What follows belongs to an exercise in optimizing a design on an open flow for small area; a production flow would make more cautious choices.
Function was checked by simulation only, so behaviour that the tests miss may differ from the original.

==> flow/design.v, too long to show whole: its modules and the start of the top module <==
// module mult_x8_h10_p18_dis3: 8 lines
// module fir_ctrl: 1708 lines
// module fir_fa: 4 lines
// module fir_ha: 4 lines
// module fir_xnor2: 3 lines
// module fir_maj: 3 lines
// module fir_and2: 3 lines
// module fir_nand2: 3 lines
// module fir_or2: 3 lines
// module fir_inv: 3 lines
// module fir_ao22: 3 lines
module fir_ctrl
#(
    parameter   FIR_IN  = 16,
    parameter   FIR_OUT = 16
)
(
    input   wire                             sys_clk     ,
    input   wire                             sys_rst_n   ,
    input   signed  [FIR_IN  - 1:0]          data_in     ,
    input   wire                             data_valid  ,
    output  signed  [FIR_OUT - 1:0]          fir_out     ,
    output  wire                             fir_out_valid
);
  // ...
==> flow/flow/run.sh <==
#!/bin/bash
# The standard layout (standard.sh, unchanged synthesis) with two changes:
# a clock tree of fewer, larger clusters without dummy loads, and the smallest
# buffer for the port buffers. The full make output goes to standard.log here.
set -euo pipefail
bash standard.sh \
  "CTS_ARGS=-sink_clustering_enable -repair_clock_nets -dont_use_dummy_load -buf_list sky130_fd_sc_hd__clkbuf_16 -sink_clustering_size 26 -sink_clustering_max_diameter 90" \
  "BUFFER_PORTS_ARGS=-buffer_cell sky130_fd_sc_hd__buf_1" \
  finish > standard.log 2>&1
==> flow/standard.sh <==
#!/bin/bash
# synth_recipe.tcl (not shown) runs the flow's synth.tcl, then flattens the netlist and writes it again
# the make line also repeats each setting of config.mk as NAME=value (left out here)
make -C /OpenROAD-flow-scripts/flow DESIGN_CONFIG=/design/flow/config.mk WORK_HOME=/design/flow/orfs CLKGATE_MAP_FILE= SYNTH_SCRIPT=/design/flow/synth_recipe.tcl "${@:-finish}"
==> flow/config.mk <==
export PLATFORM = sky130hd
export DESIGN_NAME = fir_ctrl
export DESIGN_NICKNAME = fir_ctrl
export VERILOG_FILES = /design/flow/design.v
export SDC_FILE = /design/flow/constraint.sdc
export NUM_CORES = 4
export LEC_CHECK = 0
export CAP_MARGIN = 20
export CORE_MARGIN = 2
export CORE_UTILIZATION = 40
export SLEW_MARGIN = 20
export SYNTH_HIERARCHICAL = 1
==> flow/constraint.sdc <==
create_clock -name core_clock -period 10.0 [get_ports {sys_clk}]
set_input_delay 2.0000 -clock core_clock [delete_from_list [all_inputs] [get_ports {sys_clk}]]
set_output_delay 2.0000 -clock core_clock [all_outputs]
set_load 0.01 [all_outputs]
==> flow_results.org, run 1 <==
** Setup path
- In this run the critical register-to-register path is captured at Y[16].
- The largest single stage delay on the critical path is 560 ps.
- The critical path runs through a total of 23 cells.

** Layout
- Once layout is done, the placed cells without fillers occupy 25700 um^2.

** Logic synthesis
- In the synthesized netlist, the cells that appear most often are sky130_fd_sc_hd__dfxtp_1 (496), sky130_fd_sc_hd__fa_1 (331), sky130_fd_sc_hd__and2_1 (159).
- Synthesized net count :: 1899
- Share of the yosys chip area belonging to registers :: 56.2%
- Yosys instantiated no cell more often than sky130_fd_sc_hd__dfxtp_1.
- Fraction of registers with async set/reset :: 21.3%
- Xor and xnor fraction of the mapped netlist area :: 1.22%

** STA
- For this run, the top clock speed supported by timing is 109 MHz.
- Accumulated negative setup slack :: 0 ps

** Die
- Height of the die :: 247 um
- CORE AREA :: 58700 um^2

** Status
- The flow ran to the end and the layout has no timing, DRC or antenna violations.

** Clock network
- Clk slew on worst S/H paths :: 100 ps

** GRT
- Met2 track utilization from global routing :: 27.4%
- Global routing used 16.8% of the available tracks across all layers.

** Placed design
- The placed instances occupy a cell area of 24900 um^2.

** Drt
- In the final routing, the length of wire on met1 measures 22400 um.
- After detailed routing, the met2 layer carries 23400 um of wire.
- Total number of vias :: 11000
==> run 2, diff against run 1 <==
--- a/flow/design.v
+++ b/flow/design.v
@@ -1672,41 +1672,47 @@
             cy <= 1'b0;
         end else begin
             W  <= W_next;
             Y  <= Y_next;
             cy <= cy_next;
         end
     wire dvn;
     fir_inv udvn (.a(data_valid), .y(dvn));
+    wire selr, selh;    
     wire [15:0] pa_d;
     wire [14:0] pb_d, ps_d, pr_d, ph_d, o;
     genvar i;
     generate
         for (i = 0; i < 15; i = i + 1) begin : g_pipe
             fir_ao22 ua (.a(a_in[i]), .b(data_valid), .c(pa[i]), .d(dvn), .y(pa_d[i]));
             fir_ao22 ub (.a(b_in[i]), .b(data_valid), .c(pb[i]), .d(dvn), .y(pb_d[i]));
             fir_ao22 us (.a(pb[i]),   .b(data_valid), .c(ps[i]), .d(dvn), .y(ps_d[i]));
             fir_ao22 ur (.a(ps[i]),   .b(data_valid), .c(pr[i]), .d(dvn), .y(pr_d[i]));
             fir_ao22 uh (.a(pr[i]),   .b(data_valid), .c(ph[i]), .d(dvn), .y(ph_d[i]));
-            fir_ao22 uo (.a(pr[i]),   .b(data_valid), .c(ph[i]), .d(dvn), .y(o[i]));
+            fir_ao22 uo (.a(pr[i]),   .b(selr), .c(ph[i]), .d(selh), .y(o[i]));
         end
     endgenerate
     fir_ao22 uac (.a(a_c), .b(data_valid), .c(pa_c), .d(dvn), .y(pa_d[15]));
+    always @(posedge sys_clk) begin
+        pa <= pa_d[14:0];
+        pa_c <= pa_d[15];
+        pb <= pb_d;
+        ps <= ps_d;
+        pr <= pr_d;
+        ph <= ph_d;
+    end
+    reg [2:0] nv;
     always @(posedge sys_clk or negedge sys_rst_n)
-        if (!sys_rst_n) begin
-            pa <= 0; pa_c <= 1'b0; pb <= 0; ps <= 0; pr <= 0; ph <= 0;
-        end else begin
-            pa <= pa_d[14:0];
-            pa_c <= pa_d[15];
-            pb <= pb_d;
-            ps <= ps_d;
-            pr <= pr_d;
-            ph <= ph_d;
-        end
+        if (!sys_rst_n)
+            nv <= 3'd0;
+        else if (data_valid && nv != 3'd5)
+            nv <= nv + 3'd1;
+    assign selr = data_valid & nv[2];
+    assign selh = dvn & nv[2] & nv[0];
     reg out_valid_r1, out_valid_r2;
     always @(posedge sys_clk or negedge sys_rst_n)
         if (!sys_rst_n) begin
             out_valid_r1 <= 1'b0;
             out_valid_r2 <= 1'b0;
         end else begin
             out_valid_r1 <= data_valid;
             out_valid_r2 <= out_valid_r1;
==> run 2 against run 1 <==
  * Still clean
  * Critical path depth up 1
  * Via count up 0.46%
  * Hold slack better by 48 ps
  * Synthesized area down 0.92%
  * Sequential share of layout area down 0.64 points
  * Highest routed layer unchanged
==> flow_results.org, run 2 <==
** Min path
- The class of the worst hold path was reg -> reg (unchanged).
- Worst Min Path Start :: x9[9] (was x0[14])

** Setup path
- The maximum single-stage delay on the critical path is 520 ps (was 560 ps).
- Type of element capturing the critical path :: flip-flop (unchanged)
- Type of the worst setup path :: reg -> reg (unchanged)
- The kind of cell with the highest combined delay on the critical path was adder cells (unchanged).
- Largest fanout on the critical path :: 10 (unchanged)
- The slowest stage cell on the critical path is sky130_fd_sc_hd__fa_1 (unchanged).
- Crit path DAT :: 9800 ps (was 9630 ps)
- Required @ worst endpoint :: 10480 ps (was 10490 ps)
- Count of cell instances traversed by the critical path :: 24 (was 23)
- Critical path buffers and inverters :: 1 (was 0)
- The worst setup path endpoint is Y[16] (unchanged).
- Worst setup startpoint :: fill[0] (unchanged)
- Setup slack of the worst register-to-register path :: 670 ps (was 860 ps)
- Worst R2R Start :: fill[0] (unchanged)
- Worst-path cell chain :: ha_1 -> and3_2 -> ha_1 -> a21oi_1 -> buf_4 -> nand2_1 -> fa_1 -> fa_1 -> fa_1 -> fa_1 -> fa_1 -> fa_1 -> fa_1 -> fa_1 -> fa_1 -> fa_1 -> fa_1 -> fa_1 -> fa_1 -> fa_1 -> fa_1 -> fa_1 -> fa_1 -> fa_1 (was ha_1 -> and3_2 -> ha_1 -> a21oi_1 -> nand2_1 -> fa_1 -> fa_1 -> fa_1 -> fa_1 -> fa_1 -> fa_1 -> fa_1 -> fa_1 -> fa_1 -> fa_1 -> fa_1 -> fa_1 -> fa_1 -> fa_1 -> fa_1 -> fa_1 -> fa_1 -> fa_1)
- The endpoint of the worst-slack reg-to-reg timing path is Y[16] (unchanged).
- Depth of the worst register-to-register path :: 24 (was 23)
- CP Launch Type :: flip-flop (unchanged)
- The cell with the most instances on the worst path was sky130_fd_sc_hd__fa_1 (unchanged).

** Drt
- Total number of vias :: 11100 (was 11000)
- Routed len/inst :: 20.2 um (was 20.6 um)
- The post-route DRC violation count is 0 (unchanged).
- The post-detailed-route count of antenna-violating nets was 0 (unchanged).
- Final WL :: 47700 um (was 48500 um)
- The detailed-routing iteration count for the pre-antenna-repair pass is 5 (unchanged).
- Routed via count divided by cell count :: 4.70 (was 4.68)
- The DRC marker count from the first detailed-route iteration came to 640 (was 664).

** STA
- Accumulated negative setup slack :: 0 ps (unchanged)
- The relative slew slack was 26.0% (was 35.5%).
- The minimum clock period after layout is 9330 ps (was 9140 ps).
- The setup slack after layout was 674 ps (was 862 ps).
- The largest clock skew in the final design was 48.9 ps (was 62.3 ps).
- Number of pins with negative max-slew slack in the final report :: 0 (unchanged)
- Final count of hold timing violations :: 0 (unchanged)
- Final setup vio count :: 0 (unchanged)
- Setup repair after global routing missed its margin: no (unchanged).
- Transition time at the pin with the least slew margin :: 1110 ps (was 967 ps)
- Fin crit share :: 93.3% (was 91.4%)
- The upper clock frequency limit came to 107 MHz (was 109 MHz).

** Logic synthesis
- The number of warnings printed during yosys synthesis was 7 (unchanged).
- Leading cell type by number of instances after synthesis :: sky130_fd_sc_hd__dfxtp_1 (unchanged)
- The most instantiated flip-flop cell in the synthesis netlist is sky130_fd_sc_hd__dfxtp_1 (unchanged).
- Number of synthesized flops with an enable pin :: 0 (unchanged)
- The area share of the leading cell type in the synthesized netlist came to 48.9% (was 42.0%).
- The post-synthesis cell type with the largest combined area was sky130_fd_sc_hd__dfxtp_1 (unchanged).
- Most common library cells after synthesis: sky130_fd_sc_hd__dfxtp_1 (572), sky130_fd_sc_hd__fa_1 (331), sky130_fd_sc_hd__and2_1 (160) (was sky130_fd_sc_hd__dfxtp_1 (496), sky130_fd_sc_hd__fa_1 (331), sky130_fd_sc_hd__and2_1 (159)).
- The fraction of the yosys area taken by sequential cells came to 55.4% (was 56.2%).
- The distinct cell type count of the synthesized netlist was 31 (was 28).
- Syn Area/Cell :: 15.5 um^2 (was 15.8 um^2)
- Fraction of registers with async set/reset :: 9.64% (was 21.3%)
- The cell count after synthesis is 1512 (was 1498).
- Netlist area before placement :: 23400 um^2 (was 23600 um^2)
- Cell types occupying the most area after synthesis :: sky130_fd_sc_hd__dfxtp_1 (49%), sky130_fd_sc_hd__fa_1 (28%), sky130_fd_sc_hd__dfrtp_1 (6.4%) (was sky130_fd_sc_hd__dfxtp_1 (42%), sky130_fd_sc_hd__fa_1 (28%), sky130_fd_sc_hd__dfrtp_1 (14%))
- Synthesized net count :: 1915 (was 1899)
- Flop and latch count out of synthesis :: 633 (was 630)

** Clock network
- # Post-CTS Setup Buffers :: 0 (unchanged)
- The number of buffers created by CTS came to 29 (was 31).
- Clock latency on the worst-skew pair :: 610 ps (about the same)
- The H-tree level count is 1 (unchanged).
- CTS resizes :: 0 (unchanged)
- TritonCTS sink count :: 633 (was 630)
- The clock root buffer is sky130_fd_sc_hd__clkbuf_16 (unchanged).
- Clk slew on worst S/H paths :: 100 ps (about the same)
- Maximum root-to-sink buffer count :: 3 (unchanged)
- TritonCTS clock tree :: built (unchanged)
- Number of buffers inserted by hold repair at cts :: 0 (unchanged)

** Layout
- Nets@finish :: 2000 (was 1985)
- Final antenna diode count :: 0 (was 1)
- The most frequent standard cell in the layout excluding fill and tap cells is sky130_fd_sc_hd__dfxtp_1 (unchanged).
- Number of cells in the finished layout apart from fillers :: 2360 (was 2356)
- The share of final-layout standard cells stronger than drive strength 1 was 4.45% (was 4.49%).
- The register name with the most flops is Y (unchanged).
- Most used cells in the layout excluding fill and tap cells: sky130_fd_sc_hd__dfxtp_1 (572), sky130_fd_sc_hd__fa_1 (331), sky130_fd_sc_hd__and2_1 (160) (was sky130_fd_sc_hd__dfxtp_1 (496), sky130_fd_sc_hd__fa_1 (331), sky130_fd_sc_hd__and2_1 (159)).
- Flip-flop count of the largest register after layout :: 26 (unchanged)
- The synthesis-to-layout area growth came to 8.49% (was 8.68%).
- Largest registers: Y (26), W (24) (unchanged).

** Placed design
- DP Worst Slack :: 661 ps (was 837 ps)
- Number of port buffers :: 35 (unchanged)
- The cell count after placement is 2331 (was 2324).
- Detailed Place HPWL :: 35800 um (was 36900 um)
- Gpl congestion :: 0.860 (was 0.844)

** GRT
- The largest net degree at the start of global routing came to 83 (was 80).
- The residual overflow from global routing came to 0 (unchanged).
- The overall global routing resource usage is 16.9% (was 16.8%).
- Wire length of the first global-routing pass :: 76800 um (was 76300 um)
- Vias in the first global route :: 12800 (was 12400)
- Antenna violations before repair :: 1 (unchanged)

** Die
- Initial cell density of the core :: 40.5% (was 40.3%)
- Boundary pin count :: 36 (unchanged)
- The core area is 57800 um^2 (was 58700 um^2).
- The cell row count was 88 (was 89).
- Die Wd :: 246 um (was 247 um)
- The die height was 246 um (was 247 um).
- The total die area was 60500 um^2 (was 61000 um^2).

** Run
- The number of maximum-capacitance constraint violations is 0 (unchanged).

** Status
- Outcome :: timing/DRC/antenna clean (unchanged)
## run 2: changes by cell type after synthesis, sizes merged
cell / previous run / this run
dfxtp: 496 / 572
nor2b: 1 / 2
dfrtp: 133 / 60
a21oi: 5 / 6
and3: 1 / 2
a31oi: 2 / 3
mux2i: 1 / 2
inv: 9 / 10
a21boi: 0 / 1
ha: 51 / 53
xor2: 0 / 1
and2: 159 / 160
## run 2: cells by family (layout without fill, tap and decap cells)
group / after synthesis / in the layout / synth area share (%)
DFF: 633 / 633 / 55.4
adders and majority gates: 393 / 393 / 31.6
and+or+nand+nor: 318 / 318 / 7.18
AOI/OAI and AO/OA: 119 / 119 / 4.25
xor gates and xnor gates: 34 / 34 / 1.27
buffers and inverters: 13 / 96 / 0.235
muxes: 2 / 2 / 0.0855
## run 2: metal layers
| layer | track usage (%) | vias up | routed length, um |
|---|---|---|---|
| li1 | - | 5022 | - |
| met1 | 23.8 | 5806 | 21900 |
| met2 | 27.9 | 197 | 23000 |
| met3 | 2.31 | 61 | 1800 |
| met4 | 3.33 | 0 | 979 |
| met5 | 0 | - | 0 |
## run 2: worst min path at each step
stage | endpoint | slack (ps) | cells after the start
finish | x10[9] | 300 | 0
global route | x21[8] | 310 | 0
CTS | x21[8] | 300 | 0
detailed placement | x11[8] | 310 | 0
global placement | x9[12] | 310 | 0
floorplan | x10[0] | 310 | 0
## run 2: worst register-to-register path: stages, from the launching register on
cell	delay, ps
sky130_fd_sc_hd__dfrtp_1	500
sky130_fd_sc_hd__ha_1	280
sky130_fd_sc_hd__and3_2	230
sky130_fd_sc_hd__ha_1	170
sky130_fd_sc_hd__a21oi_1	300
sky130_fd_sc_hd__buf_4	240
sky130_fd_sc_hd__nand2_1	130
sky130_fd_sc_hd__fa_1	520
sky130_fd_sc_hd__fa_1	410
sky130_fd_sc_hd__fa_1	470
sky130_fd_sc_hd__fa_1	420
sky130_fd_sc_hd__fa_1	400
sky130_fd_sc_hd__fa_1	400
sky130_fd_sc_hd__fa_1	390
sky130_fd_sc_hd__fa_1	390
sky130_fd_sc_hd__fa_1	380
sky130_fd_sc_hd__fa_1	390
sky130_fd_sc_hd__fa_1	400
sky130_fd_sc_hd__fa_1	390
sky130_fd_sc_hd__fa_1	390
sky130_fd_sc_hd__fa_1	380
sky130_fd_sc_hd__fa_1	400
sky130_fd_sc_hd__fa_1	390
sky130_fd_sc_hd__fa_1	400
sky130_fd_sc_hd__fa_1	430
## run 2: modules after synthesis (local to each module, per instance), excerpt
module | flip-flops and latches | copies in the design
fir_maj | 0 | 9
fir_xnor2 | 0 | 30
fir_nand2 | 0 | 115
fir_ha | 0 | 46
fir_or2 | 0 | 27
fir_ctrl | 633 | 1
fir_ao22 | 0 | 101
## run 2: per-stage QoR
step / hold WS, ps / util, % / instance area [um^2]
finish: 302 / 44.0 / 25400
global route: 310 / 44.0 / 25400
CTS: 300 / 44.0 / 25400
detailed placement: 312 / 42.7 / 24700
global placement: 310 / 42.7 / 24700
floorplan: 310 / - / 23400
## run 2: cell type report
class | instances | area (um^2)
Clock buffer | 29 | 726
Timing Repair Buffer | 57 | 302
Multi-Input combinational cell | 866 | 10400
Inverter | 10 | 37.5
Fill cell | 5163 | 32400
Tap cell | 765 | 957
Sequential cell | 633 | 13000
==> run 3, diff against run 2 <==
==> flow/flow/run.sh (replaced) <==
#!/bin/bash
# The standard layout (standard.sh, unchanged synthesis) with two changes:
# a clock tree of fewer, larger clusters without dummy loads, and the smallest
# buffer for the port buffers. The full make output goes to standard.log here.
set -euo pipefail
bash standard.sh \
  "CTS_ARGS=-sink_clustering_enable -repair_clock_nets -dont_use_dummy_load -buf_list sky130_fd_sc_hd__clkbuf_16 -sink_clustering_size 30 -sink_clustering_max_diameter 80" \
  "BUFFER_PORTS_ARGS=-buffer_cell sky130_fd_sc_hd__buf_1" \
  finish > standard.log 2>&1
--- a/flow/config.mk
+++ b/flow/config.mk
@@ -7,6 +7,6 @@
 export LEC_CHECK = 0
 export CAP_MARGIN = 20
 export CORE_MARGIN = 2
-export CORE_UTILIZATION = 40
+export CORE_UTILIZATION = 60
 export SLEW_MARGIN = 20
 export SYNTH_HIERARCHICAL = 1
==> run 3 against run 2 <==
  * Still clean on timing, DRC and antenna
  * Register-to-register slack better by 160 ps
  * Die area is 33% lower
  * Non-clock buffer count decreased by 3
  * Sequential share of layout area grew 0.61 points
  * Clock skew rose by 2.7 ps
  * Final cell count shrank 11%
  * Largest cell class unchanged
==> flow_results.org, run 3 <==
** Logic synthesis
- Fraction of synthesized cell area taken by the top area cell type :: 48.9% (unchanged)
- The fraction of synthesis flops using an asynchronous set or reset pin came to 9.64% (unchanged).
- Synthesized net count :: 1915 (unchanged)
- Cell types occupying the most area after synthesis :: sky130_fd_sc_hd__dfxtp_1 (49%), sky130_fd_sc_hd__fa_1 (28%), sky130_fd_sc_hd__dfrtp_1 (6.4%) (unchanged)
- Most common library cells after synthesis :: sky130_fd_sc_hd__dfxtp_1 (572), sky130_fd_sc_hd__fa_1 (331), sky130_fd_sc_hd__and2_1 (160) (unchanged)
- The post-synthesis cell type with the largest combined area was sky130_fd_sc_hd__dfxtp_1 (unchanged).
- Netlist area before placement :: 23400 um^2 (unchanged)
- The number of synthesized flops with an enable pin is 0 (unchanged).
- The cell count after synthesis came to 1512 (unchanged).
- The synthesis-stage register bit count came to 633 (unchanged).
- Share of the yosys chip area belonging to registers :: 55.4% (unchanged)
- The mean area per synthesized cell came to 15.5 um^2 (unchanged).
- Warnings, synthesis :: 7 (unchanged)
- The most common cell in the synthesized netlist is sky130_fd_sc_hd__dfxtp_1 (unchanged).
- The distinct cell type count of the synthesized netlist was 31 (unchanged).
- The most instantiated flip-flop cell in the synthesis netlist is sky130_fd_sc_hd__dfxtp_1 (unchanged).

** Layout
- The most frequent standard cell in the layout excluding fill and tap cells is sky130_fd_sc_hd__dfxtp_1 (unchanged).
- The register name with the most flops is Y (unchanged).
- Utilization of the core after routing :: 65.1% (was 44.0%)
- Largest registers: Y (26), W (24) (unchanged).
- Share of post-route cells with drive strength above 1 :: 4.39% (was 4.45%)
- Most used cells in the layout excluding fill and tap cells: sky130_fd_sc_hd__dfxtp_1 (572), sky130_fd_sc_hd__fa_1 (331), sky130_fd_sc_hd__and2_1 (160) (unchanged).
- The synthesis-to-layout area growth came to 7.21% (was 8.49%).
- The number of flip-flops in the largest register was 26 (unchanged).
- # fillers :: 2916 (was 5163)
- The post-layout net count came to 1998 (was 2000).

** Clock network
- Cts bufs inserted :: 30 (was 29)
- The clock insertion delay at the later pin of the skew report came to 610 ps (about the same).
- The number of buffers added to fix hold violations after cts is 0 (unchanged).
- Clk Tree Root Cell :: sky130_fd_sc_hd__clkbuf_16 (unchanged)
- Maximum root-to-sink buffer count :: 3 (unchanged)
- The CTS clock-pin slew for the worst setup and hold paths is 110 ps (was 100 ps).
- The total clock sinks was 633 (unchanged).
- CTS resizes :: 0 (unchanged)
- The total setup buffers inserted after CTS came to 0 (unchanged).
- The H-tree level count was 1 (unchanged).
- TritonCTS clock tree :: built (unchanged)

** Die
- The cell row count is 72 (was 88).
- Total die area :: 40600 um^2 (was 60500 um^2)
- Height of the die :: 202 um (was 246 um)
- The die span in x is 202 um (was 246 um).
- The initial cell density of the core was 60.7% (was 40.5%).
- The core area came to 38600 um^2 (was 57800 um^2).
- The boundary pin count was 36 (unchanged).

** GRT
- The via count of the first global-routing pass was 12300 (was 12800).
- Pin count of the biggest net entering global routing :: 77 (was 83)
- All-Layer GR Usage :: 25.1% (was 16.9%)
- The number of antenna violations at the first check in global routing is 2 (was 1).
- Wire length of the first global-routing pass :: 74900 um (was 76800 um)
- GR Overflow Total :: 0 (unchanged)

** Placed design
- The HPWL reported at the end of detailed placement is 36500 um (was 35800 um).
- Gpl congestion :: 0.866 (was 0.860)
- The count of input and output buffers was 35 (unchanged).

** STA
- The ratio of final minimum period to clock period was 91.6% (was 93.3%).
- The relative slew slack came to 33.4% (was 26.0%).
- Final setup vio count :: 0 (unchanged)
- The transition time at the pin with the least slew margin is 1000 ps (was 1110 ps).
- Fin Clk Skew :: 51.5 ps (was 48.9 ps)
- Max Clk Rate :: 109 MHz (was 107 MHz)
- The final setup TNS came to 0 ps (unchanged).
- The worst hold slack after final layout was 289 ps (was 302 ps).
- Setup repair after global routing missed its margin :: no (unchanged)
- The final hold violation count is 0 (unchanged).
- The minimum clock period after layout came to 9160 ps (was 9330 ps).
- The max-slew violation total from the final report came to 0 (unchanged).

** Drt
- The routed length per instance is 22.8 um (was 20.2 um).
- The vias per cell is 5.24 (was 4.70).
- Post-DRT Antenna Nets :: 0 (unchanged)
- Final WL :: 48100 um (was 47700 um)
- First drt pass iteration count :: 5 (unchanged)
- The post-route DRC violation count was 0 (unchanged).
- Total number of vias :: 11100 (about the same)
- The DRC marker count from the first detailed-route iteration was 683 (was 640).

** Setup path
- CP Launch Type :: flip-flop (unchanged)
- The data arrival time at the worst-slack endpoint came to 9660 ps (was 9800 ps).
- The kind of cell with the highest combined delay on the critical path was adder cells (unchanged).
- The kind of capture point of the worst setup path was a flip-flop (unchanged).
- Cell occurring most often along the worst timing path :: sky130_fd_sc_hd__fa_1 (unchanged)
- Delay of the slowest cell on the worst path :: 540 ps (was 520 ps)
- Required @ worst endpoint :: 10490 ps (was 10480 ps)
- The slowest stage cell on the critical path was sky130_fd_sc_hd__fa_1 (unchanged).
- The register-to-register path setup slack came to 840 ps (was 670 ps).
- The largest fanout of any net on the critical path came to 10 (unchanged).
- The buffer and inverter count on the worst path was 1 (unchanged).
- Worst-path cell chain :: ha_1 -> and3_2 -> ha_1 -> a21oi_2 -> buf_4 -> nand2_1 -> fa_1 -> fa_1 -> fa_1 -> fa_1 -> fa_1 -> fa_1 -> fa_1 -> fa_1 -> fa_1 -> fa_1 -> fa_1 -> fa_1 -> fa_1 -> fa_1 -> fa_1 -> fa_1 -> fa_1 -> fa_1 (was ha_1 -> and3_2 -> ha_1 -> a21oi_1 -> buf_4 -> nand2_1 -> fa_1 -> fa_1 -> fa_1 -> fa_1 -> fa_1 -> fa_1 -> fa_1 -> fa_1 -> fa_1 -> fa_1 -> fa_1 -> fa_1 -> fa_1 -> fa_1 -> fa_1 -> fa_1 -> fa_1 -> fa_1)
- The class of the most critical setup path was reg -> reg (unchanged).

** Status
- Outcome :: timing/DRC/antenna clean (unchanged)

** Min path
- The class of the worst hold path is reg -> reg (unchanged).

** Run
- Max Cap Violations :: 0 (unchanged)
## run 3: cell count changes in the layout (fill, tap and decap cells not counted), sizes merged
cell and delta:
buf -4, clkbuf +2, diode +1
## run 3: cell families (layout without fill, tap and decap cells)
family | count (synthesis) | count (layout) | synth area share (%)
muxes | 2 | 2 | 0.0855
xor gates and xnor gates | 34 | 34 | 1.27
adders and majority gates | 393 | 393 | 31.6
and+or+nand+nor | 318 | 318 | 7.18
other | 0 | 1 | 0
AOI/OAI and AO/OA | 119 | 119 | 4.25
DFF | 633 | 633 | 55.4
buffers and inverters | 13 | 94 | 0.235
## run 3: path summary, 6_finish.rpt
path / start / end / cells after the start
max: fill[0] / Y[16] / 24
min: x27[8] / x28[8] / 0
max reg2reg: fill[0] / Y[16] / 24
min reg2reg: x27[8] / x28[8] / 0
max in group asynchronous: sys_rst_n / W[16] / 1
min in group asynchronous: sys_rst_n / W[2] / 1
## run 3: per-module statistics from Yosys, one instance, submodules excluded, excerpt
| module | flip-flops and latches | cells inside | area, um^2 |
|---|---|---|---|
| fir_and2 | 0 | 1 | 6.26 |
| fir_ao22 | 0 | 1 | 8.76 |
| fir_ctrl | 633 | 691 | 13400 |
| fir_ha | 0 | 1 | 12.5 |
| fir_inv | 0 | 1 | 3.75 |
| fir_nand2 | 0 | 1 | 3.75 |
| fir_or2 | 0 | 1 | 6.26 |
| fir_xnor2 | 0 | 1 | 8.76 |
## run 3: routing by layer
| metal | vias to the layer above | share of wire (%) | track usage, % |
|---|---|---|---|
| li1 | 5025 | - | - |
| met1 | 5770 | 45 | 36.2 |
| met2 | 218 | 48 | 40.8 |
| met3 | 51 | 4.5 | 4.07 |
| met4 | 0 | 2.0 | 5.49 |
| met5 | - | 0 | 0 |
## run 3: per-stage QoR
stage                     std cells  setup slack, ps  cell area [um^2]
after detailed placement       2081              811             24400
after global placement         2081              937             24400
final                          2112              836             25100
after global routing           2111              560             25100
after CTS                      2111              813             25100
after floorplan                1512              852             23400
## run 3: final cells by class
| class | instances | area [um^2] | area share, % |
|---|---|---|---|
| Timing Repair Buffer | 54 | 279 | 1.11 |
| Tap cell | 518 | 648 | 2.58 |
| Multi-Input combinational cell | 866 | 10400 | 41.5 |
| Antenna cell | 1 | 2.50 | 0.00997 |
| Inverter | 10 | 37.5 | 0.149 |
| Clock buffer | 30 | 751 | 2.99 |
| Sequential cell | 633 | 13000 | 51.7 |
==> run 4, diff against run 3 <==
--- a/flow/config.mk
+++ b/flow/config.mk
@@ -7,6 +7,7 @@
 export LEC_CHECK = 0
 export CAP_MARGIN = 20
 export CORE_MARGIN = 2
-export CORE_UTILIZATION = 60
+export CORE_UTILIZATION = 70
+export PLACE_DENSITY = 0.8
 export SLEW_MARGIN = 20
 export SYNTH_HIERARCHICAL = 1
==> run 4 against run 3 <==
  * Register-to-register slack better by 20 ps
  * First-iteration DRC count grew 13%
  * Synthesized area is the same
  * Fmax increased by 0.27%
  * Die area down 14%
  * Non-clock buffer count is 2 higher
  * Global-route usage grew 3.1 points
  * Utilization increased by 11 points
  * Synthesized cell count stayed put
  * Clock skew is 17 ps lower
  * Worst setup slack better by 25 ps
==> flow_results.org, run 4 <==
** GRT
- All-Layer GR Usage :: 28.2% (was 25.1%)
- Pin count of the biggest net entering global routing :: 83 (was 77)
- The via count of the first global-routing pass was 12800 (was 12300).
- Wire length of the first global-routing pass :: 73700 um (was 74900 um)
- GR Overflow Total :: 0 (unchanged)
- Antenna violations before repair :: 2 (unchanged)

** STA
- The relative slew slack was 30.5% (was 33.4%).
- The upper clock frequency limit is 109 MHz (about the same).
- The ratio of final minimum period to clock period was 91.4% (was 91.6%).
- The minimum clock period after layout came to 9140 ps (was 9160 ps).
- The number of setup violations in the final report came to 0 (unchanged).
- Number of pins with negative max-slew slack in the final report :: 0 (unchanged)
- The final hold violation count is 0 (unchanged).
- Accumulated negative setup slack :: 0 ps (unchanged)
- Setup repair after global routing missed its margin :: no (unchanged)
- Fin Clk Skew :: 34.9 ps (was 51.5 ps)
- Transition time at the pin with the least slew margin :: 1030 ps (was 1000 ps)

** Clock network
- H-tree lvl count :: 1 (unchanged)
- CTS resizes :: 0 (unchanged)
- The maximum number of buffers from clock root to sink is 3 (unchanged).
- Clock latency on the worst-skew pair :: 580 ps (was 610 ps)
- TritonCTS sink count :: 633 (unchanged)
- The clock root buffer is sky130_fd_sc_hd__clkbuf_16 (unchanged).
- The number of buffers added to fix hold violations after cts came to 0 (unchanged).
- The total setup buffers inserted after CTS was 0 (unchanged).
- Cts bufs inserted :: 26 (was 30)
- The clock tree from TritonCTS is built (unchanged).
- The CTS clock-pin slew for the worst setup and hold paths is 100 ps (was 110 ps).

** Layout
- The post-layout net count is 1996 (was 1998).
- Flip-flop count of the largest register after layout :: 26 (unchanged)
- Share of post-route cells with drive strength above 1 :: 4.21% (was 4.39%)
- The count of antenna diodes in the layout came to 0 (was 1).
- # fillers :: 1997 (was 2916)
- Area Overhead vs Synth :: 6.39% (was 7.21%)
- Largest registers :: Y (26), W (24) (unchanged)
- Most common cell after layout, fill and taps aside :: sky130_fd_sc_hd__dfxtp_1 (unchanged)
- Most used cells in the layout excluding fill and tap cells :: sky130_fd_sc_hd__dfxtp_1 (572), sky130_fd_sc_hd__fa_1 (331), sky130_fd_sc_hd__and2_1 (160) (unchanged)
- Register with the most flip-flops :: Y (unchanged)

** Drt
- The post-route DRC violation count is 0 (unchanged).
- The detailed-routing iteration count for the pre-antenna-repair pass was 5 (unchanged).
- The total number of vias was 11500 (was 11100).
- Count of routing violations after the opening detailed-route iteration :: 775 (was 683)
- Post-DRT Antenna Nets :: 0 (unchanged)
- Routed len/inst :: 23.0 um (was 22.8 um)
- The vias per cell was 5.64 (was 5.24).
- Final WL :: 46700 um (was 48100 um)

** Die
- The total die area came to 34900 um^2 (was 40600 um^2).
- Height of the die :: 187 um (was 202 um)
- The cell row count came to 66 (was 72).
- The boundary pin count is 36 (unchanged).
- Initial cell density of the core :: 71.6% (was 60.7%)
- Die Wd :: 187 um (was 202 um)
- CORE AREA :: 32700 um^2 (was 38600 um^2)

** Logic synthesis
- The cell count after synthesis was 1512 (unchanged).
- The fraction of synthesis flops using an asynchronous set or reset pin was 9.64% (unchanged).
- The most common cell in the synthesized netlist was sky130_fd_sc_hd__dfxtp_1 (unchanged).
- Flop and latch count out of synthesis :: 633 (unchanged)
- Cell types occupying the most area after synthesis :: sky130_fd_sc_hd__dfxtp_1 (49%), sky130_fd_sc_hd__fa_1 (28%), sky130_fd_sc_hd__dfrtp_1 (6.4%) (unchanged)
- The netlist area before placement is 23400 um^2 (unchanged).
- Most common library cells after synthesis: sky130_fd_sc_hd__dfxtp_1 (572), sky130_fd_sc_hd__fa_1 (331), sky130_fd_sc_hd__and2_1 (160) (unchanged).
- The fraction of the yosys area taken by sequential cells was 55.4% (unchanged).
- Syn Area/Cell :: 15.5 um^2 (unchanged)
- The post-synthesis cell type with the largest combined area is sky130_fd_sc_hd__dfxtp_1 (unchanged).
- The number of warnings printed during yosys synthesis was 7 (unchanged).
- The distinct cell type count of the synthesized netlist was 31 (unchanged).
- Fraction of synthesized cell area taken by the top area cell type :: 48.9% (unchanged)
- The most instantiated flip-flop cell in the synthesis netlist is sky130_fd_sc_hd__dfxtp_1 (unchanged).
- The net count after synthesis is 1915 (unchanged).
- The number of synthesized flops with an enable pin is 0 (unchanged).

** Setup path
- The slowest stage cell on the critical path is sky130_fd_sc_hd__a21oi_2 (was sky130_fd_sc_hd__fa_1).
- Cell occurring most often along the worst timing path :: sky130_fd_sc_hd__fa_1 (unchanged)
- Largest fanout on the critical path :: 11 (was 10)
- Delay of the slowest cell on the worst path :: 640 ps (was 540 ps)
- The kind of capture point of the worst setup path was a flip-flop (unchanged).
- The data arrival time at the worst-slack endpoint was 9630 ps (was 9660 ps).
- Worst-path cell chain :: inv_1 -> ha_1 -> o21bai_1 -> a21oi_2 -> nand2_1 -> fa_1 -> fa_1 -> fa_1 -> fa_1 -> fa_1 -> ha_1 -> fa_1 -> fa_1 -> fa_1 -> fa_1 -> fa_1 -> fa_1 -> fa_1 -> fa_1 -> fa_1 -> inv_1 -> a22o_1 (was ha_1 -> and3_2 -> ha_1 -> a21oi_2 -> buf_4 -> nand2_1 -> fa_1 -> fa_1 -> fa_1 -> fa_1 -> fa_1 -> fa_1 -> fa_1 -> fa_1 -> fa_1 -> fa_1 -> fa_1 -> fa_1 -> fa_1 -> fa_1 -> fa_1 -> fa_1 -> fa_1 -> fa_1)
- CP Launch Type :: flip-flop (unchanged)
- The required time reported for the critical path endpoint was 10490 ps (about the same).
- Type of the worst setup path :: reg -> reg (unchanged)

** Run
- Max Cap Violations :: 0 (unchanged)

** Status
- Outcome :: timing/DRC/antenna clean (unchanged)

** Placed design
- The count of input and output buffers was 35 (unchanged).
- Gpl congestion :: 0.923 (was 0.866)
- The HPWL reported at the end of detailed placement came to 34900 um (was 36500 um).

** Min path
- Class of the tightest hold or removal check :: reg -> reg (unchanged)
-- run 4: final cells by class --
type,count,area [um^2],area share (%)
Inverter,10,37.5,0.151
Tap cell,442,553,2.22
Timing Repair Buffer,56,294,1.18
Sequential cell,633,13000,52.1
Multi-Input combinational cell,866,10400,41.7
Clock buffer,26,651,2.61
-- run 4: per-module statistics from Yosys (local to each module, per instance), excerpt --
| module | cell area (um^2) | copies in the design |
|---|---|---|
| fir_nand2 | 3.75 | 115 |
| fir_and2 | 6.26 | 159 |
| fir_or2 | 6.26 | 27 |
| fir_ao22 | 8.76 | 101 |
| fir_xnor2 | 8.76 | 30 |
| fir_maj | 11.3 | 9 |
| fir_inv | 3.75 | 3 |
| fir_ctrl | 13400 | 1 |
-- run 4: cell families (layout without fill, tap and decap cells) --
kind of cell	after synthesis	in the layout	synth area share [%]
xor+xnor	34	34	1.27
buf+inv	13	92	0.235
fa+ha+maj	393	393	31.6
compound gates	119	119	4.25
flops	633	633	55.4
simple gates	318	318	7.18
mux	2	2	0.0855
-- run 4: worst max-delay path: cells and delay by family (launching register included) --
family / cells / cell delay [ps]
fa+ha+maj: 16 / 6760
compound gates: 3 / 1060
flops: 1 / 540
buf+inv: 2 / 530
simple gates: 1 / 160
-- run 4: final timing paths --
| kind | start | endpoint | slack, ps | depth (start not counted) |
|---|---|---|---|---|
| min reg2reg | x29[3] | x30[3] | 290 | 0 |
| min in group asynchronous | sys_rst_n | nv[2] | 1540 | 1 |
| max in group asynchronous | sys_rst_n | Y[17] | 7750 | 1 |
| min | x29[3] | x30[3] | 290 | 0 |
| max reg2reg | fill[1] | W[22] | 860 | 22 |
| max | fill[1] | W[22] | 860 | 22 |
-- run 4: stage by stage --
stage / instance area (um^2) / setup slack, ps / utilization [%] / hold WS, ps / instances
4_1_cts: 24900 / 879 / 76.2 / 297 / 2033
3_5_place_dp: 24300 / 866 / 74.2 / 312 / 2007
2_1_floorplan: 23400 / 852 / - / 310 / 1512
6_report: 24900 / 861 / 76.2 / 295 / 2033
5_1_grt: 24900 / 566 / 76.2 / 297 / 2033
3_3_place_gp: 24300 / 1060 / 74.2 / 310 / 2007
-- run 4: per-layer routing --
metal / GRT usage [%] / vias to the layer above / part of all wire (%)
met1: 39.6 / 5988 / 42
met5: 0 / - / 0.028
li1: - / 5009 / -
met4: 9.22 / 2 / 3.6
met2: 45.6 / 373 / 48
met3: 4.90 / 93 / 5.8
==> run 5, diff against run 4 <==
==> flow/flow/run.sh (replaced) <==
#!/bin/bash
# The standard layout (standard.sh, unchanged synthesis) with two changes:
# a clock tree of fewer, larger clusters without dummy loads, and the smallest
# buffer for the port buffers. The full make output goes to standard.log here.
set -euo pipefail
bash standard.sh \
  "CTS_ARGS=-sink_clustering_enable -repair_clock_nets -dont_use_dummy_load -buf_list sky130_fd_sc_hd__clkbuf_4 -sink_clustering_size 9 -sink_clustering_max_diameter 40" \
  "BUFFER_PORTS_ARGS=-buffer_cell sky130_fd_sc_hd__buf_1" \
  finish > standard.log 2>&1
==> run 5 against run 4 <==
  * Synthesized area unchanged
  * Worst setup slack got worse by 37 ps
  * First-iteration DRC count rose by 4.3%
  * Die area stayed put
  * Utilization hardly changed
  * Register-to-register slack worse by 40 ps
  * Via count grew 2.7%
  * Still clean
  * Design area about the same
==> flow_results.org, run 5 <==
** Status
- Outcome :: timing/DRC/antenna clean (unchanged)

** Layout
- Largest registers :: Y (26), W (24) (unchanged)
- Area Overhead vs Synth :: 6.35% (was 6.39%)
- The post-layout net count is 2055 (was 1996).
- Register with the most flip-flops :: Y (unchanged)
- The number of fill cells in the layout was 2013 (was 1997).
- The number of flip-flops in the largest register was 26 (unchanged).
- The utilization after layout was 76.2% (about the same).
- The share of final-layout standard cells stronger than drive strength 1 came to 7.64% (was 4.21%).
- Most used cells in the layout excluding fill and tap cells: sky130_fd_sc_hd__dfxtp_1 (572), sky130_fd_sc_hd__fa_1 (331), sky130_fd_sc_hd__and2_1 (160) (unchanged).
- The most frequent standard cell in the layout excluding fill and tap cells was sky130_fd_sc_hd__dfxtp_1 (unchanged).

** GRT
- Antenna violations before repair :: 2 (unchanged)
- All-Layer GR Usage :: 28.5% (was 28.2%)
- Met3 usage in global routing :: 7.30% (was 4.90%)
- Global-route met1 utilization :: 39.1% (was 39.6%)
- Pin count of the biggest net entering global routing :: 83 (unchanged)
- GR Overflow Total :: 0 (unchanged)
- The most heavily used metal layer in global routing was met2 (unchanged).
- The global-route track usage on met2 was 44.3% (was 45.6%).
- Vias in the first global route :: 13300 (was 12800)
- The global-route wire length before repair was 74100 um (was 73700 um).

** Logic synthesis
- Most common library cells after synthesis :: sky130_fd_sc_hd__dfxtp_1 (572), sky130_fd_sc_hd__fa_1 (331), sky130_fd_sc_hd__and2_1 (160) (unchanged)
- The cell count after synthesis is 1512 (unchanged).
- Largest area contributor in the synthesized netlist :: sky130_fd_sc_hd__dfxtp_1 (unchanged)
- Leading cell type by number of instances after synthesis :: sky130_fd_sc_hd__dfxtp_1 (unchanged)
- Fraction of registers with async set/reset :: 9.64% (unchanged)
- The synthesis-stage register bit count was 633 (unchanged).
- Share of the yosys chip area belonging to registers :: 55.4% (unchanged)
- Warnings, synthesis :: 7 (unchanged)
- Cell types occupying the most area after synthesis: sky130_fd_sc_hd__dfxtp_1 (49%), sky130_fd_sc_hd__fa_1 (28%), sky130_fd_sc_hd__dfrtp_1 (6.4%) (unchanged).
- Number of synthesized flops with an enable pin :: 0 (unchanged)
- Top FF cell, synth :: sky130_fd_sc_hd__dfxtp_1 (unchanged)
- Syn Area/Cell :: 15.5 um^2 (unchanged)
- Synthesized net count :: 1915 (unchanged)
- The distinct cell type count of the synthesized netlist came to 31 (unchanged).
- The netlist area before placement is 23400 um^2 (unchanged).
- Fraction of synthesized cell area taken by the top area cell type :: 48.9% (unchanged)

** STA
- The largest clock skew in the final design was 101 ps (was 34.9 ps).
- The ratio of final minimum period to clock period was 91.8% (was 91.4%).
- Transition time at the pin with the least slew margin :: 1070 ps (was 1030 ps)
- Final count of hold timing violations :: 0 (unchanged)
- The upper clock frequency limit was 109 MHz (about the same).
- The minimum clock period after layout came to 9180 ps (was 9140 ps).
- Number of pins with negative max-slew slack in the final report :: 0 (unchanged)
- Setup repair after global routing missed its margin :: no (unchanged)
- The final setup TNS is 0 ps (unchanged).
- Max-Slew Margin vs Limit :: 28.2% (was 30.5%)
- The setup slack after layout came to 824 ps (was 861 ps).
- Final setup vio count :: 0 (unchanged)

** Drt
- Final WL :: 46600 um (was 46700 um)
- Post-DRT Antenna Nets :: 0 (unchanged)
- The vias per cell was 5.63 (was 5.64).
- First drt pass iteration count :: 5 (unchanged)
- The DRC marker count from the first detailed-route iteration is 808 (was 775).
- The post-route DRC violation count was 0 (unchanged).
- The routed length per instance is 22.3 um (was 23.0 um).
- Total number of vias :: 11800 (was 11500)

** Setup path
- Setup slack of the worst register-to-register path :: 820 ps (was 860 ps)
- Largest fanout on the critical path :: 11 (unchanged)
- The kind of start point of the critical path is a flip-flop (unchanged).
- Crit path DAT :: 9790 ps (was 9630 ps)
- The class of the most critical setup path is reg -> reg (unchanged).
- Worst R2R Start :: fill[1] (unchanged)
- Type of element capturing the critical path :: flip-flop (unchanged)
- The startpoint of the most critical setup path was fill[1] (unchanged).
- Required @ worst endpoint :: 10610 ps (was 10490 ps)

** Die
- The cell row count came to 66 (unchanged).
- The die span in x was 187 um (unchanged).
- Total die area :: 34900 um^2 (unchanged)
- The boundary pin count was 36 (unchanged).
- Height of the die :: 187 um (unchanged)
- CORE AREA :: 32700 um^2 (unchanged)
- Initial cell density of the core :: 71.6% (unchanged)

** Clock network
- H-tree lvl count :: 3 (was 1)
- The clock root buffer is sky130_fd_sc_hd__clkbuf_4 (was sky130_fd_sc_hd__clkbuf_16).
- Clock latency on the worst-skew pair :: 780 ps (was 580 ps)
- The number of buffers added to fix hold violations after cts came to 0 (unchanged).
- TritonCTS clock tree :: built (unchanged)
- The total clock sinks came to 633 (unchanged).
- The maximum number of buffers from clock root to sink came to 3 (unchanged).
- The total setup buffers inserted after CTS came to 0 (unchanged).
- The CTS clock-pin slew for the worst setup and hold paths is 100 ps (about the same).
- The number of buffers created by CTS came to 85 (was 26).
- The count of cells resized by post-cts repair is 0 (unchanged).

** Min path
- Class of the tightest hold or removal check :: reg -> reg (unchanged)
- Worst Min Path Start :: x0[8] (was x29[3])

** Placed design
- Gpl congestion :: 0.923 (unchanged)
- Number of port buffers :: 35 (unchanged)
- Detailed Place HPWL :: 34900 um (unchanged)
- DP Worst Slack :: 866 ps (unchanged)

** Run
- The number of maximum-capacitance constraint violations is 0 (unchanged).
-- run 5: cell counts after synthesis --
Identical to the previous run, type by type.
-- run 5: area by class of cell --
type / count / area (um^2) / share of cell area (%)
Sequential cell: 633 / 13000 / 52.1
Clock buffer: 85 / 638 / 2.56
Multi-Input combinational cell: 866 / 10400 / 41.8
Timing Repair Buffer: 56 / 294 / 1.18
Tap cell: 442 / 553 / 2.22
Inverter: 10 / 37.5 / 0.151
Antenna cell: 1 / 2.50 / 0.0100
-- run 5: per-stage QoR --
stage	hold slack, ps	area (um^2)	instances
floorplan	310	23400	1512
global placement	310	24300	2007
detailed placement	312	24300	2007
CTS	292	24900	2092
global route	314	24900	2093
finish	302	24900	2093
-- run 5: final timing paths --
kind,end,cells after the start
setup / recovery,W[22],22
hold / removal,x1[8],0
setup reg to reg,W[22],22
hold reg to reg,x1[8],0
max in group asynchronous,W[22],1
min in group asynchronous,out_valid_r2,1
-- run 5: layer usage --
layer  routed length (um)  vias to the layer above
met4                 1680                        2
met3                 3060                      124
li1                     -                     5168
met5                   11                        -
met1                19700                     6085
met2                22200                      401
-- run 5: logic make-up after synthesis --
kind of cell	count (synthesis)	synth area share, %
simple gates	318	7.18
mux	2	0.0855
flops	633	55.4
fa+ha+maj	393	31.6
buf+inv	13	0.235
compound gates	119	4.25
xor+xnor	34	1.27
-- run 5: worst max-delay path, cell delays in order, from the launching register on --
cell and delay (ps):
sky130_fd_sc_hd__dfrtp_1 530, sky130_fd_sc_hd__inv_1 190, sky130_fd_sc_hd__ha_1 240, sky130_fd_sc_hd__o21bai_1 220, sky130_fd_sc_hd__a21oi_2 630, sky130_fd_sc_hd__nand2_1 160
sky130_fd_sc_hd__fa_1 510, sky130_fd_sc_hd__fa_1 440, sky130_fd_sc_hd__fa_1 470, sky130_fd_sc_hd__fa_1 560, sky130_fd_sc_hd__fa_1 430, sky130_fd_sc_hd__ha_1 230
sky130_fd_sc_hd__fa_1 410, sky130_fd_sc_hd__fa_1 410, sky130_fd_sc_hd__fa_1 390, sky130_fd_sc_hd__fa_1 410, sky130_fd_sc_hd__fa_1 400, sky130_fd_sc_hd__fa_1 440
sky130_fd_sc_hd__fa_1 410, sky130_fd_sc_hd__fa_1 400, sky130_fd_sc_hd__fa_1 590, sky130_fd_sc_hd__inv_1 330, sky130_fd_sc_hd__a22o_1 200
-- run 5: modules after synthesis, one instance, submodules excluded --
module     cells  area, um^2
fir_or2        1        6.26
fir_fa         1        20.0
fir_ao22       1        8.76
fir_and2       1        6.26
fir_inv        1        3.75
fir_xnor2      1        8.76
fir_maj        1        11.3
fir_nand2      1        3.75
fir_ctrl     691       13400
fir_ha         1        12.5
==> run 6, diff against run 5 <==
==> flow/flow/run.sh (replaced) <==
#!/bin/bash
# The standard layout (standard.sh, unchanged synthesis) with two changes:
# a clock tree of fewer, larger clusters without dummy loads, and the smallest
# buffer for the port buffers. The full make output goes to standard.log here.
set -euo pipefail
bash standard.sh \
  "CTS_ARGS=-sink_clustering_enable -repair_clock_nets -dont_use_dummy_load -buf_list sky130_fd_sc_hd__clkbuf_8 -sink_clustering_size 20 -sink_clustering_max_diameter 55" \
  "BUFFER_PORTS_ARGS=-buffer_cell sky130_fd_sc_hd__buf_1" \
  finish > standard.log 2>&1
==> run 6 against run 5 <==
  * Synthesized area unchanged
  * Still clean on timing, DRC and antenna
  * Non-clock buffer count unchanged
  * Critical path type unchanged
  * Critical path depth increased by 1
  * Wire length decreased by 1.3%
  * Critical endpoint is now Y[16]
  * Clock skew decreased by 45 ps
  * Design area decreased by 0.20%
  * Sequential share of layout area increased by 0.10 points
  * Hold slack got worse by 15 ps
  * Global-route usage decreased by 0.61 points
  * Die area unchanged
==> flow_results.org, run 6 <==
** Drt
- The DRC marker count from the first detailed-route iteration was 860 (was 808).
- First drt pass iteration count :: 7 (was 5)
- The post-route DRC violation count was 0 (unchanged).
- Routed via count divided by cell count :: 5.66 (was 5.63)
- Final WL :: 46000 um (was 46600 um)
- The routed length per instance is 22.4 um (was 22.3 um).
- The post-detailed-route count of antenna-violating nets came to 0 (unchanged).
- The total number of vias is 11600 (was 11800).

** Layout
- Final antenna diode count :: 0 (was 1)
- Register with the most flip-flops :: Y (unchanged)
- Flip-flop count of the largest register after layout :: 26 (unchanged)
- Largest registers :: Y (26), W (24) (unchanged)
- Most used cells in the layout excluding fill and tap cells: sky130_fd_sc_hd__dfxtp_1 (572), sky130_fd_sc_hd__fa_1 (331), sky130_fd_sc_hd__and2_1 (160) (unchanged).
- The synthesis-to-layout area growth was 6.14% (was 6.35%).
- Most common cell after layout, fill and taps aside :: sky130_fd_sc_hd__dfxtp_1 (unchanged)
- Share of post-route cells with drive strength above 1 :: 5.22% (was 7.64%)
- The post-layout net count is 2013 (was 2055).

** STA
- Min Clock Period, post-route :: 9160 ps (was 9180 ps)
- The number of setup violations in the final report came to 0 (unchanged).
- Fin crit share :: 91.6% (was 91.8%)
- The relative slew slack came to 29.8% (was 28.2%).
- Final count of hold timing violations :: 0 (unchanged)
- The largest clock skew in the final design came to 55.7 ps (was 101 ps).
- Number of pins with negative max-slew slack in the final report :: 0 (unchanged)
- Transition time at the pin with the least slew margin :: 1050 ps (was 1070 ps)
- The upper clock frequency limit is 109 MHz (about the same).
- Accumulated negative setup slack :: 0 ps (unchanged)
- Setup repair after global routing missed its margin: no (unchanged).

** Status
- Outcome :: timing/DRC/antenna clean (unchanged)

** Placed design
- Gpl congestion :: 0.923 (unchanged)
- Number of port buffers :: 35 (unchanged)
- Detailed Place HPWL :: 34900 um (unchanged)

** Die
- The core area was 32700 um^2 (unchanged).
- Boundary pin count :: 36 (unchanged)
- The die height was 187 um (unchanged).
- Die Wd :: 187 um (unchanged)
- Initial cell density of the core :: 71.6% (unchanged)
- The cell row count was 66 (unchanged).
- The total die area is 34900 um^2 (unchanged).

** GRT
- The global-route wire length before repair was 72800 um (was 74100 um).
- The largest net degree at the start of global routing came to 83 (unchanged).
- The overall global routing resource usage is 27.9% (was 28.5%).
- The via count of the first global-routing pass is 12800 (was 13300).
- The number of antenna violations at the first check in global routing is 1 (was 2).
- GR Overflow Total :: 0 (unchanged)

** Clock network
- The number of buffers added to fix hold violations after cts was 0 (unchanged).
- The count of cells resized by post-cts repair is 0 (unchanged).
- The number of buffers created by CTS is 43 (was 85).
- Clk slew on worst S/H paths :: 110 ps (was 100 ps)
- Clk Tree Root Cell :: sky130_fd_sc_hd__clkbuf_8 (was sky130_fd_sc_hd__clkbuf_4)
- The H-tree level count was 2 (was 3).
- The clock tree from TritonCTS is built (unchanged).
- The maximum number of buffers from clock root to sink was 3 (unchanged).
- The total setup buffers inserted after CTS came to 0 (unchanged).
- Clock latency on the worst-skew pair :: 620 ps (was 780 ps)
- The total clock sinks is 633 (unchanged).

** Logic synthesis
- Flop and latch count out of synthesis :: 633 (unchanged)
- Cell types occupying the most area after synthesis: sky130_fd_sc_hd__dfxtp_1 (49%), sky130_fd_sc_hd__fa_1 (28%), sky130_fd_sc_hd__dfrtp_1 (6.4%) (unchanged).
- Synthesized net count :: 1915 (unchanged)
- The post-synthesis cell type with the largest combined area is sky130_fd_sc_hd__dfxtp_1 (unchanged).
- Number of synthesized flops with an enable pin :: 0 (unchanged)
- Most common library cells after synthesis :: sky130_fd_sc_hd__dfxtp_1 (572), sky130_fd_sc_hd__fa_1 (331), sky130_fd_sc_hd__and2_1 (160) (unchanged)
- The mean area per synthesized cell was 15.5 um^2 (unchanged).
- The cell count after synthesis came to 1512 (unchanged).
- The fraction of the yosys area taken by sequential cells was 55.4% (unchanged).
- The number of warnings printed during yosys synthesis was 7 (unchanged).
- Top FF cell, synth :: sky130_fd_sc_hd__dfxtp_1 (unchanged)
- The distinct cell type count of the synthesized netlist is 31 (unchanged).
- Leading cell type by number of instances after synthesis :: sky130_fd_sc_hd__dfxtp_1 (unchanged)
- Netlist area before placement :: 23400 um^2 (unchanged)
- The fraction of synthesis flops using an asynchronous set or reset pin was 9.64% (unchanged).
- Fraction of synthesized cell area taken by the top area cell type :: 48.9% (unchanged)

** Setup path
- The class of the most critical setup path is reg -> reg (unchanged).
- The data arrival time at the worst-slack endpoint was 9640 ps (was 9790 ps).
- Worst setup startpoint :: fill[0] (was fill[1])
- The kind of start point of the critical path was a flip-flop (unchanged).
- The largest fanout of any net on the critical path is 10 (was 11).
- The required time reported for the critical path endpoint was 10490 ps (was 10610 ps).
- Type of element capturing the critical path :: flip-flop (unchanged)
- Worst R2R Start :: fill[0] (was fill[1])

** Min path
- Worst Min Path Start :: x14[7] (was x0[8])
- The class of the worst hold path was reg -> reg (unchanged).

** Run
- The number of maximum-capacitance constraint violations was 0 (unchanged).
## run 6: cell counts after synthesis
Identical to the previous run, type by type.
## run 6: kinds of logic (layout without fill, tap and decap cells)
| group | after synthesis | after routing | synth area share [%] |
|---|---|---|---|
| AOI/OAI and AO/OA | 119 | 119 | 4.25 |
| muxes | 2 | 2 | 0.0855 |
| buffers and inverters | 13 | 109 | 0.235 |
| xor gates and xnor gates | 34 | 34 | 1.27 |
| adders and majority gates | 393 | 393 | 31.6 |
| and+or+nand+nor | 318 | 318 | 7.18 |
| DFF | 633 | 633 | 55.4 |
## run 6: layout make-up
type / count / area [um^2]
clock buffers: 43 / 592
fillers: 2022 / 7850
inverters: 10 / 37.5
multi-input cells: 866 / 10400
flip-flops and latches: 633 / 13000
well taps: 442 / 553
repair buffers: 56 / 294
## run 6: per-stage QoR
stage / area, um^2 / setup WS (ps) / util, % / std cells / hold slack, ps
3_5_place_dp: 24300 / 866 / 74.2 / 2007 / 312
3_3_place_gp: 24300 / 1060 / 74.2 / 2007 / 310
4_1_cts: 24900 / 862 / 76.0 / 2050 / 287
6_report: 24900 / 845 / 76.0 / 2050 / 287
2_1_floorplan: 23400 / 852 / - / 1512 / 310
5_1_grt: 24900 / 539 / 76.0 / 2050 / 288
## run 6: final timing paths
| path | to | slack [ps] | depth (start not counted) |
|---|---|---|---|
| min in group asynchronous | out_valid_r1 | 1510 | 1 |
| max in group asynchronous | Y[25] | 7760 | 1 |
| setup / recovery | Y[16] | 840 | 23 |
| hold reg to reg | x15[7] | 290 | 0 |
| setup reg to reg | Y[16] | 840 | 23 |
| hold / removal | x15[7] | 290 | 0 |
## run 6: modules after synthesis, one instance, submodules excluded
module	times used	cells	flops+latches
fir_ctrl	1	691	633
fir_fa	331	1	0
fir_ha	46	1	0
fir_maj	9	1	0
fir_ao22	101	1	0
fir_xnor2	30	1	0
fir_and2	159	1	0
fir_or2	27	1	0
fir_inv	3	1	0
fir_nand2	115	1	0
## run 6: per-layer routing
metal	global-route usage, %	up-vias	share of wire, %
met5	0	-	0.028
met4	10.0	2	3.6
met3	5.57	123	7.2
met2	43.9	430	47
met1	39.5	6000	42
li1	-	5041	-
## run 6: worst max-delay path, stage by stage, from the launching register on
cell	delay (ps)
sky130_fd_sc_hd__dfrtp_1	520
sky130_fd_sc_hd__ha_1	290
sky130_fd_sc_hd__and3_2	240
sky130_fd_sc_hd__ha_1	180
sky130_fd_sc_hd__a21oi_1	250
sky130_fd_sc_hd__nand2_1	190
sky130_fd_sc_hd__fa_1	520
sky130_fd_sc_hd__fa_1	400
sky130_fd_sc_hd__fa_1	470
sky130_fd_sc_hd__fa_1	430
sky130_fd_sc_hd__fa_1	400
sky130_fd_sc_hd__fa_1	390
sky130_fd_sc_hd__fa_1	380
sky130_fd_sc_hd__fa_1	390
sky130_fd_sc_hd__fa_1	390
sky130_fd_sc_hd__fa_1	380
sky130_fd_sc_hd__fa_1	390
sky130_fd_sc_hd__fa_1	410
sky130_fd_sc_hd__fa_1	400
sky130_fd_sc_hd__fa_1	400
sky130_fd_sc_hd__fa_1	390
sky130_fd_sc_hd__fa_1	390
sky130_fd_sc_hd__fa_1	380
sky130_fd_sc_hd__fa_1	440
==> run 7, diff against run 6 <==
==> flow/flow/run.sh (replaced) <==
#!/bin/bash
# The standard layout (standard.sh, unchanged synthesis) with two changes:
# a clock tree of fewer, larger clusters without dummy loads, and the smallest
# buffer for the port buffers. The full make output goes to standard.log here.
set -euo pipefail
bash standard.sh \
  "CTS_ARGS=-sink_clustering_enable -repair_clock_nets -dont_use_dummy_load -buf_list sky130_fd_sc_hd__clkbuf_8 -sink_clustering_size 18 -sink_clustering_max_diameter 60" \
  "BUFFER_PORTS_ARGS=-buffer_cell sky130_fd_sc_hd__buf_1" \
  finish > standard.log 2>&1
==> run 7 against run 6 <==
  * Still clean on timing, DRC and antenna
  * Die area unchanged
  * Hold slack better by 4.7 ps
  * Sequential share of layout area unchanged
  * Register-to-register slack better by 30 ps
  * Clock skew up 13 ps
  * Fmax up 0.30%
  * Clock-buffer cell count unchanged
  * Critical endpoint unchanged
  * Highest routed layer is now met4
==> flow_results.org, run 7 <==
** Logic synthesis
- Number of instances in the synthesized netlist :: 1512 (unchanged)
- The most common cell in the synthesized netlist is sky130_fd_sc_hd__dfxtp_1 (unchanged).

** Drt
- The routed wire length is 45800 um (was 46000 um).
- Remaining DRCs :: 0 (unchanged)
- Count of routing violations after the opening detailed-route iteration :: 759 (was 860)

** GRT
- The global-route track usage on met2 was 44.5% (was 43.9%).
- The met1 capacity usage during global routing was 39.7% (was 39.5%).

** STA
- Accumulated negative setup slack :: 0 ps (unchanged)
- The transition time at the pin with the least slew margin came to 1050 ps (about the same).
- The relative slew slack is 29.2% (was 29.8%).
- Fin crit share :: 91.3% (was 91.6%)

** Layout
- Largest registers :: Y (26), W (24) (unchanged)
- The number of flip-flops in the largest register came to 26 (unchanged).
- Share of post-route cells with drive strength above 1 :: 5.22% (unchanged)
- Nets@finish :: 2013 (unchanged)

** Die
- The boundary pin count came to 36 (unchanged).
- The initial cell density of the core is 71.6% (unchanged).
- The cell row count was 66 (unchanged).

** Placed design
- The cell count after placement is 2007 (unchanged).

** Clock network
- The maximum number of buffers from clock root to sink came to 3 (unchanged).

** Status
- Outcome :: timing/DRC/antenna clean (unchanged)
run 7: cell counts in the layout (fill, tap and decap cells not counted):
No cell type changed its count.
run 7: worst paths after layout:
kind                                 from  endpoint  cells past startpoint
max in group asynchronous       sys_rst_n     W[18]                      1
min in group asynchronous       sys_rst_n     nv[2]                      1
worst max-delay path              fill[0]     Y[16]                     23
worst max register to register    fill[0]     Y[16]                     23
worst min register to register    x19[14]   x20[14]                      0
worst min-delay path              x19[14]   x20[14]                      0
run 7: per-module statistics from Yosys (local to each module, per instance), a selection:
module / copies in the design / cells / cell area [um^2] / flip-flops and latches
fir_or2: 27 / 1 / 6.26 / 0
fir_maj: 9 / 1 / 11.3 / 0
fir_inv: 3 / 1 / 3.75 / 0
fir_nand2: 115 / 1 / 3.75 / 0
fir_ha: 46 / 1 / 12.5 / 0
fir_ao22: 101 / 1 / 8.76 / 0
run 7: final cells by class:
| cell class | count | area [um^2] |
|---|---|---|
| Inverter | 10 | 37.5 |
| Clock buffer | 43 | 592 |
| Tap cell | 442 | 553 |
| Sequential cell | 633 | 13000 |
| Timing Repair Buffer | 56 | 294 |
| Multi-Input combinational cell | 866 | 10400 |
| Fill cell | 2019 | 7850 |
run 7: logic make-up (layout without fill, tap and decap cells):
family	count (synthesis)	after routing	synth area share [%]
buffers and inverters	13	109	0.235
and+or+nand+nor	318	318	7.18
AOI/OAI and AO/OA	119	119	4.25
muxes	2	2	0.0855
DFF	633	633	55.4
adders and majority gates	393	393	31.6
xor gates and xnor gates	34	34	1.27
run 7: critical path, stage by stage (launching register included):
cell                      delay, ps
sky130_fd_sc_hd__dfrtp_1        510
sky130_fd_sc_hd__ha_1           290
sky130_fd_sc_hd__and3_2         240
sky130_fd_sc_hd__ha_1           190
sky130_fd_sc_hd__a21oi_1        230
sky130_fd_sc_hd__nand2_1        190
sky130_fd_sc_hd__fa_1           530
sky130_fd_sc_hd__fa_1           390
sky130_fd_sc_hd__fa_1           460
sky130_fd_sc_hd__fa_1           430
sky130_fd_sc_hd__fa_1           400
sky130_fd_sc_hd__fa_1           390
sky130_fd_sc_hd__fa_1           380
sky130_fd_sc_hd__fa_1           390
sky130_fd_sc_hd__fa_1           390
sky130_fd_sc_hd__fa_1           380
sky130_fd_sc_hd__fa_1           390
sky130_fd_sc_hd__fa_1           410
sky130_fd_sc_hd__fa_1           400
sky130_fd_sc_hd__fa_1           400
sky130_fd_sc_hd__fa_1           390
sky130_fd_sc_hd__fa_1           390
sky130_fd_sc_hd__fa_1           380
sky130_fd_sc_hd__fa_1           440
run 7: metal layers:
layer	part of all wire, %	vias up
met5	0	-
met3	6.5	106
met1	43	5946
li1	-	5042
met4	3.1	0
met2	48	383
run 7: through the flow:
step                hold WS (ps)  setup slack [ps]  instance area (um^2)
floorplan                    310               852                 23400
global placement             310              1060                 24300
detailed placement           312               866                 24300
CTS                          294               838                 24900
global route                 293               533                 24900
finish                       291               872                 24900

what the ideal ports hide:
No port has a modelled driver above. Below, the same layouts with a new extraction and two added sets of constraints.
Step 1: set_driving_cell puts a clkbuf_16 on sys_clk and a buf_2 on each other input, an assumption about the parent block.
Step 2 times the ports against the registers' clock, not the clock port: input delays grow and output delays shrink by t, the midpoint of the rising clock arrivals with the driver on.
Three values: ideal, step 1, step 2; two values: the first two.
| run | t (ns) | slack for setup (ns) | hold WS [ns] |
|---|---|---|---|
| run 1 | 0.634 | 0.862 / 0.862 / 0.862 | 0.255 / 0.255 / 0.255 |
| run 2 | 0.643 | 0.674 / 0.674 / 0.674 | 0.302 / 0.302 / 0.302 |
| run 3 | 0.636 | 0.836 / 0.836 / 0.836 | 0.289 / 0.289 / 0.289 |
| run 4 | 0.617 | 0.861 / 0.861 / 0.861 | 0.295 / 0.295 / 0.295 |
| run 5 | 0.781 | 0.824 / 0.824 / 0.824 | 0.302 / 0.302 / 0.302 |
| run 6 | 0.639 | 0.845 / 0.845 / 0.845 | 0.287 / 0.287 / 0.287 |
| run 7 | 0.612 | 0.872 / 0.872 / 0.872 | 0.291 / 0.291 / 0.291 |
After both steps setup and hold are still met in every run listed.
